Background: an optimization exercise with open tools, aiming at small area. Do not read the settings as production practice.
The RTL was checked by simulation tests, not by an equivalence proof against the original design.
The clock port is modelled as an ideal driver; clocking choices that lean on that would not hold on a real chip.

==> inputs of juniper <==
==> flow/design.v (excerpt) <==
module maxer(
    input clk,
    input rst,
    input maxing,
    input [784-1:0] ips_gen_out,
    output reg start_ips_gen,
    output reg next_ips_gen,
    output reg maxer_valid,
    output [24-1:0] threshold
    );
make LEC_CHECK=0 CAP_MARGIN=20 CORE_MARGIN=2 CORE_UTILIZATION=22 SLEW_MARGIN=20 SYNTH_HIERARCHICAL=1 finish   # period 7.0 ns
run.sh (not shown) runs the stock make flow with config.mk's settings and CLKGATE_MAP_FILE= SYNTH_SCRIPT=/design/flow/synth_recipe.tcl, a recipe that flattens the netlist after the stock synthesis.
==> inputs of pepper, as changes to juniper <==
--- a/flow/config.mk
+++ b/flow/config.mk
@@ -9,3 +9,3 @@
 export CORE_MARGIN = 2
-export CORE_UTILIZATION = 22
+export CORE_UTILIZATION = 40
 export SLEW_MARGIN = 20
==> flow_summary.json <==
{
  "status": "did not finish",
  "failed_stage": "I/O pin placement",
  "error_line": "[ERROR PPL-0024] Number of IO pins (814) exceeds maximum number of available positions (796). Increase the die perimeter from 887.60um to 1107.04um.",
  "start_util_pct": 40.62,
  "num_rows": 79,
  "fp.dieH_um": 221.9,
  "ys_seq_area_share_pct": 6.825,
  "die_w_um": 221.9,
  "ys_warn_count": 7,
  "syn_inst": 1098,
  "synthArstFlopShare_pct": 18.97
}
The numbers above come from pepper.

==> flow_summary.json <==
{
  "fp.dieH_um": 297.8,
  "start_util_pct": 22.24,
  "status": "finished with violations",
  "ys_seq_area_share_pct": 6.825,
  "num_rows": 107,
  "finalSetupViolCount": 1,
  "synthArstFlopShare_pct": 18.97,
  "worst_slack_ps": -37.87,
  "syn_inst": 1098,
  "checkFailReasons": "negative setup slack",
  "ys_warn_count": 7,
  "die_w_um": 297.8
}
The numbers above come from juniper.



==> 04-26: inputs <==
Another version of the RTL of maxer (not shown whole).
==> flow/config.mk <==
export PLATFORM = sky130hd
export DESIGN_NAME = maxer
export DESIGN_NICKNAME = maxer
export VERILOG_FILES = /design/flow/design.v
export SDC_FILE = /design/flow/constraint.sdc
export NUM_CORES = 4
export LEC_CHECK = 0
export CAP_MARGIN = 20
export CORE_MARGIN = 2
export CORE_UTILIZATION = 22
export SLEW_MARGIN = 20
export SYNTH_HIERARCHICAL = 1
==> flow/constraint.sdc <==
create_clock -name core_clock -period 7.0 [get_ports {clk}]
set_input_delay 1.4000 -clock core_clock [delete_from_list [all_inputs] [get_ports {clk}]]
set_output_delay 1.4000 -clock core_clock [all_outputs]
set_load 0.01 [all_outputs]
standard.sh (not shown) runs the stock make flow with config.mk's settings and CLKGATE_MAP_FILE= SYNTH_SCRIPT=/design/flow/synth_recipe.tcl, a recipe that flattens the netlist after the stock synthesis.
==> flow/flow/run.sh <==
#!/bin/bash
# Standard ORFS layout (the standard.sh, unchanged synthesis), with
# - the port buffers made of the smallest buffer cell instead of the default pick,
set -euo pipefail
export BUFFER_PORTS_ARGS="-buffer_cell sky130_fd_sc_hd__buf_1"
L=orfs/logs/sky130hd/maxer/base

bash standard.sh place > make_place.log 2>&1
for buf in clkbuf_4 clkbuf_8 clkbuf_16; do
  export CTS_ARGS="-sink_clustering_enable -repair_clock_nets -root_buf sky130_fd_sc_hd__$buf -buf_list sky130_fd_sc_hd__$buf -dont_use_dummy_load"
  bash standard.sh cts > make_cts_$buf.log 2>&1
  openroad -no_init -exit flow/clk_slew.tcl > clk_slew_$buf.log 2>&1
  slew=$(awk '/^CLK_SLEW_PS/ {print $2}' clk_slew_$buf.log)
  echo "clock buffers $buf: worst flip-flop clock slew ${slew} ps"
  if awk -v s="$slew" 'BEGIN { exit !(s != "" && s <= 120) }'; then break; fi
  cp $L/4_1_cts.log cts_$buf.log || true
  bash standard.sh clean_cts > make_clean_cts_$buf.log 2>&1
done
bash standard.sh finish > make_finish.log 2>&1
==> flow/flow/clk_slew.tcl <==
# Worst slew at the flip-flop clock pins of the clock tree just built.
set P $::env(FLOW_HOME)/platforms/sky130hd
read_liberty $P/lib/sky130_fd_sc_hd__tt_025C_1v80.lib
read_db orfs/results/sky130hd/maxer/base/4_cts.odb
read_sdc orfs/results/sky130hd/maxer/base/4_cts.sdc
source $P/setRC.tcl
set_propagated_clock [all_clocks]
estimate_parasitics -placement
set mx 0
foreach p [get_pins -hierarchical */CLK] {
  set s [get_property $p slew_max]
  if { $s > $mx } { set mx $s }
}
puts "CLK_SLEW_PS [expr { $mx * 1000.0 }]"
==> inputs of 01-27, as changes to 04-26 <==
--- a/flow/design.v
+++ b/flow/design.v
@@ -1801,39 +1801,55 @@
   reg [7:0] tq2, tq3;
   always @(posedge clk) begin
     tq2 <= {c1747, s1746, s1744, s1740, s1732, s1724, s1718, s1714};
     tq3 <= tq2;
   end
   reg [7:0] c;
   reg       m;
+  wire hi    = c[7] & c[6];
+  wire is207 = hi & c[3] & c[2] & c[1] & c[0];
+  wire is206 = hi & c[3] & c[2] & c[1] & ~c[0];
+  wire is0   = c == 8'd0;
+  wire [7:0] t;      
+  assign t[0] = maxing;
+  genvar j;
+  generate
+    for (j = 1; j < 8; j = j + 1) begin : inc
+      assign t[j] = t[j-1] & c[j-1];
+    end
+  endgenerate
+  wire w = t[4] & hi;    
   always @(posedge clk, posedge rst) begin
     if (rst) begin
       c <= 8'd0;
       m <= 1'b0;
     end else begin
       m <= maxing;
-      if (maxing)
-        c <= (c == 8'd207) ? 8'd0 : c + 8'd1;
+      c <= {(c[7:6] ^ t[7:6]) & {2{~w}}, c[5] ^ t[5], c[4] ^ (t[4] & ~hi), c[3:0] ^ t[3:0]};
     end
   end
+  wire le201 = ~hi | ~c[3] | (~c[2] & ~c[1]);
+  wire ge4   = c[7:2] != 6'd0;
+  wire le204 = ~hi | ~(c[3] & c[2]) | (~c[1] & ~c[0]);
+  wire is4   = c[7:3] == 5'd0 && c[2] && !c[1] && !c[0];
   always @(*) begin
-    start_ips_gen = m && c == 8'd1;
-    maxer_valid   = m && c == 8'd207;
-    next_ips_gen  = c != 8'd0 && c <= 8'd201;
+    start_ips_gen = m && c[7:1] == 7'd0 && c[0];
+    maxer_valid   = m && is207;
+    next_ips_gen  = !is0 && le201;
   end
   reg  [7:0] peak;
   wire [8:0] gt;     
   assign gt[0] = 1'b0;
   genvar i;
   generate
     for (i = 0; i < 8; i = i + 1) begin : cmp
       assign gt[i+1] = (tq3[i] & ~peak[i]) | (tq3[i] & gt[i]) | (~peak[i] & gt[i]);
     end
   endgenerate
-  wire load = maxing ? (c >= 8'd4 && c <= 8'd204 && (c == 8'd4 || gt[8])) : c == 8'd206;
+  wire load = maxing ? (ge4 && le204 && (is4 || gt[8])) : is206;
   always @(posedge clk)
     if (load)
       peak <= tq3 & {8{maxing}};
   div_by_3 div1(.p(peak), .op(threshold));
 endmodule
 module fa(input a, input b, input c, output s, output co);
   assign s  = a ^ b ^ c;
==> inputs of 06-28, as changes to 04-26 <==
--- a/flow/design.v
+++ b/flow/design.v
@@ -1801,39 +1801,55 @@
   reg [7:0] tq2, tq3;
   always @(posedge clk) begin
     tq2 <= {c1747, s1746, s1744, s1740, s1732, s1724, s1718, s1714};
     tq3 <= tq2;
   end
   reg [7:0] c;
   reg       m;
+  wire hi    = c[7] & c[6];
+  wire is207 = hi & c[3] & c[2] & c[1] & c[0];
+  wire is206 = hi & c[3] & c[2] & c[1] & ~c[0];
+  wire is0   = c == 8'd0;
+  wire [7:0] t;      
+  assign t[0] = maxing;
+  genvar j;
+  generate
+    for (j = 1; j < 8; j = j + 1) begin : inc
+      assign t[j] = t[j-1] & c[j-1];
+    end
+  endgenerate
+  wire w = t[4] & hi;    
   always @(posedge clk, posedge rst) begin
     if (rst) begin
       c <= 8'd0;
       m <= 1'b0;
     end else begin
       m <= maxing;
-      if (maxing)
-        c <= (c == 8'd207) ? 8'd0 : c + 8'd1;
+      c <= {(c[7:6] ^ t[7:6]) & {2{~w}}, c[5] ^ t[5], c[4] ^ (t[4] & ~hi), c[3:0] ^ t[3:0]};
     end
   end
+  wire le201 = ~hi | ~c[3] | (~c[2] & ~c[1]);
+  wire ge4   = c[7:2] != 6'd0;
+  wire le204 = ~hi | ~(c[3] & c[2]) | (~c[1] & ~c[0]);
+  wire is4   = c[7:3] == 5'd0 && c[2] && !c[1] && !c[0];
   always @(*) begin
-    start_ips_gen = m && c == 8'd1;
-    maxer_valid   = m && c == 8'd207;
-    next_ips_gen  = c != 8'd0 && c <= 8'd201;
+    start_ips_gen = m && c[7:1] == 7'd0 && c[0];
+    maxer_valid   = m && is207;
+    next_ips_gen  = !is0 && le201;
   end
   reg  [7:0] peak;
   wire [8:0] gt;     
   assign gt[0] = 1'b0;
   genvar i;
   generate
     for (i = 0; i < 8; i = i + 1) begin : cmp
       assign gt[i+1] = (tq3[i] & ~peak[i]) | (tq3[i] & gt[i]) | (~peak[i] & gt[i]);
     end
   endgenerate
-  wire load = maxing ? (c >= 8'd4 && c <= 8'd204 && (c == 8'd4 || gt[8])) : c == 8'd206;
+  wire load = maxing ? (ge4 && le204 && (is4 || gt[8])) : is206;
   always @(posedge clk)
     if (load)
       peak <= tq3 & {8{maxing}};
   div_by_3 div1(.p(peak), .op(threshold));
 endmodule
 module fa(input a, input b, input c, output s, output co);
   assign s  = a ^ b ^ c;
--- a/flow/flow/run.sh
+++ b/flow/flow/run.sh
@@ -8,12 +8,12 @@
 bash standard.sh place > make_place.log 2>&1
 for buf in clkbuf_4 clkbuf_8 clkbuf_16; do
   export CTS_ARGS="-sink_clustering_enable -repair_clock_nets -root_buf sky130_fd_sc_hd__$buf -buf_list sky130_fd_sc_hd__$buf -dont_use_dummy_load"
   bash standard.sh cts > make_cts_$buf.log 2>&1
   openroad -no_init -exit flow/clk_slew.tcl > clk_slew_$buf.log 2>&1
   slew=$(awk '/^CLK_SLEW_PS/ {print $2}' clk_slew_$buf.log)
   echo "clock buffers $buf: worst flip-flop clock slew ${slew} ps"
-  if awk -v s="$slew" 'BEGIN { exit !(s != "" && s <= 120) }'; then break; fi
+  if awk -v s="$slew" 'BEGIN { exit !(s != "" && s <= 125) }'; then break; fi
   cp $L/4_1_cts.log cts_$buf.log || true
   bash standard.sh clean_cts > make_clean_cts_$buf.log 2>&1
 done
 bash standard.sh finish > make_finish.log 2>&1
- GPL_TIMING_DRIVEN: unset -> 0
==> inputs of 12-23, as changes to 04-26 <==
--- a/flow/design.v
+++ b/flow/design.v
@@ -1801,39 +1801,55 @@
   reg [7:0] tq2, tq3;
   always @(posedge clk) begin
     tq2 <= {c1747, s1746, s1744, s1740, s1732, s1724, s1718, s1714};
     tq3 <= tq2;
   end
   reg [7:0] c;
   reg       m;
+  wire hi    = c[7] & c[6];
+  wire is207 = hi & c[3] & c[2] & c[1] & c[0];
+  wire is206 = hi & c[3] & c[2] & c[1] & ~c[0];
+  wire is0   = c == 8'd0;
+  wire [7:0] t;      
+  assign t[0] = maxing;
+  genvar j;
+  generate
+    for (j = 1; j < 8; j = j + 1) begin : inc
+      assign t[j] = t[j-1] & c[j-1];
+    end
+  endgenerate
+  wire w = t[4] & hi;    
   always @(posedge clk, posedge rst) begin
     if (rst) begin
       c <= 8'd0;
       m <= 1'b0;
     end else begin
       m <= maxing;
-      if (maxing)
-        c <= (c == 8'd207) ? 8'd0 : c + 8'd1;
+      c <= {(c[7:6] ^ t[7:6]) & {2{~w}}, c[5] ^ t[5], c[4] ^ (t[4] & ~hi), c[3:0] ^ t[3:0]};
     end
   end
+  wire le201 = ~hi | ~c[3] | (~c[2] & ~c[1]);
+  wire ge4   = c[7:2] != 6'd0;
+  wire le204 = ~hi | ~(c[3] & c[2]) | (~c[1] & ~c[0]);
+  wire is4   = c[7:3] == 5'd0 && c[2] && !c[1] && !c[0];
   always @(*) begin
-    start_ips_gen = m && c == 8'd1;
-    maxer_valid   = m && c == 8'd207;
-    next_ips_gen  = c != 8'd0 && c <= 8'd201;
+    start_ips_gen = m && c[7:1] == 7'd0 && c[0];
+    maxer_valid   = m && is207;
+    next_ips_gen  = !is0 && le201;
   end
   reg  [7:0] peak;
   wire [8:0] gt;     
   assign gt[0] = 1'b0;
   genvar i;
   generate
     for (i = 0; i < 8; i = i + 1) begin : cmp
       assign gt[i+1] = (tq3[i] & ~peak[i]) | (tq3[i] & gt[i]) | (~peak[i] & gt[i]);
     end
   endgenerate
-  wire load = maxing ? (c >= 8'd4 && c <= 8'd204 && (c == 8'd4 || gt[8])) : c == 8'd206;
+  wire load = maxing ? (ge4 && le204 && (is4 || gt[8])) : is206;
   always @(posedge clk)
     if (load)
       peak <= tq3 & {8{maxing}};
   div_by_3 div1(.p(peak), .op(threshold));
 endmodule
 module fa(input a, input b, input c, output s, output co);
   assign s  = a ^ b ^ c;
==> flow/flow/run.sh (replaced) <==
#!/bin/bash
# Standard ORFS layout (the standard.sh, unchanged synthesis), with
# - the port buffers made of the smallest buffer cell instead of the default pick,
# - the buffers that synthesis put on submodule outputs removed at floorplan,
# - one tie cell for all the constant outputs instead of one per output,
set -euo pipefail
export BUFFER_PORTS_ARGS="-buffer_cell sky130_fd_sc_hd__buf_1"
export REMOVE_ABC_BUFFERS=1
export SKIP_REPAIR_TIE_FANOUT=1
L=orfs/logs/sky130hd/maxer/base

bash standard.sh place > make_place.log 2>&1
for buf in clkbuf_4 clkbuf_8 clkbuf_16; do
  export CTS_ARGS="-sink_clustering_enable -repair_clock_nets -root_buf sky130_fd_sc_hd__$buf -buf_list sky130_fd_sc_hd__$buf -dont_use_dummy_load"
  bash standard.sh cts > make_cts_$buf.log 2>&1
  openroad -no_init -exit flow/clk_slew.tcl > clk_slew_$buf.log 2>&1
  slew=$(awk '/^CLK_SLEW_PS/ {print $2}' clk_slew_$buf.log)
  echo "clock buffers $buf: worst flip-flop clock slew ${slew} ps"
  if awk -v s="$slew" 'BEGIN { exit !(s != "" && s <= 125) }'; then break; fi
  cp $L/4_1_cts.log cts_$buf.log || true
  bash standard.sh clean_cts > make_clean_cts_$buf.log 2>&1
done
bash standard.sh finish > make_finish.log 2>&1
- GPL_TIMING_DRIVEN: unset -> 0
==> notes <==
01-27 went through all stages and came out clean. 06-28 passed the timing, DRC and antenna checks. 04-26 finished clean. 12-23 ran to the end with no violations. In 04-26 the via count is larger than in 12-23, by about 2%. First-iteration DRC count, lowest first: 12-23, 06-28, 01-27, 04-26. Routed wire length, lowest first: 06-28, 12-23, 01-27, 04-26. Die area is the same in 06-28 and 12-23.
==> figures <==
Run status: 06-28 timing/DRC/antenna clean; 04-26 timing/DRC/antenna clean; 01-27 timing/DRC/antenna clean; 12-23 timing/DRC/antenna clean
Met3 track utilization from global routing: 06-28 0.0297; 04-26 0.0297; 01-27 0.0193; 12-23 0.0260
Floorplan row count: 06-28 106; 04-26 107; 01-27 106; 12-23 106
Number of DRC markers in iteration 0: 06-28 263; 04-26 381; 01-27 340; 12-23 250
Worst relative slew slack: 06-28 0.649; 04-26 0.571; 01-27 0.666; 12-23 0.647
Util after Layout: 06-28 0.277; 04-26 0.273; 01-27 0.277; 12-23 0.274
Antenna Diode Count: 06-28 12; 04-26 16; 01-27 9; 12-23 3
Final clock-cell share: 06-28 0.00291; 04-26 0.00292; 01-27 0.00534; 12-23 0.00294
Clock transition at the registers of the reported paths: 06-28 0.07 ns; 04-26 0.09 ns; 01-27 0.06 ns; 12-23 0.08 ns

[what the ideal ports hide]
How much do the figures lean on ideal ports? The routed layouts below were timed once more, with nothing changed but the port constraints. Step 1, drivers: a clkbuf_16 drives clk and a buf_2 each remaining input, both assumed. Step 2 also shifts input and output timing later by t, the mid clock arrival at the registers, as if the neighbouring blocks saw the same clock. a / b / c = ideal / step 1 / step 2; a / b = the first two.
run	t (ns)	setup WS [ns]	worst hold slack (ns)	slew at the worst register clock pin (ns)
juniper	0.372	-0.038 / -0.039 / -0.412	0.323 / 0.323 / 0.323	0.05 / 0.05
04-26	0.442	0.337 / 0.355 / -0.087	0.327 / 0.327 / 0.327	0.12 / 0.12
01-27	0.379	0.232 / 0.260 / -0.118	0.316 / 0.316 / 0.316	0.08 / 0.08
06-28	0.437	0.217 / 0.232 / -0.205	0.327 / 0.327 / 0.327	0.11 / 0.11
12-23	0.440	0.248 / 0.262 / -0.178	0.318 / 0.318 / 0.318	0.10 / 0.10
Met with ideal ports but missed after step 2: setup timing in 04-26, 01-27, 06-28 and 12-23. The setup slack of 12-23, which loses most, moves by +0.014 ns with the drivers and by -0.426 ns with both steps.
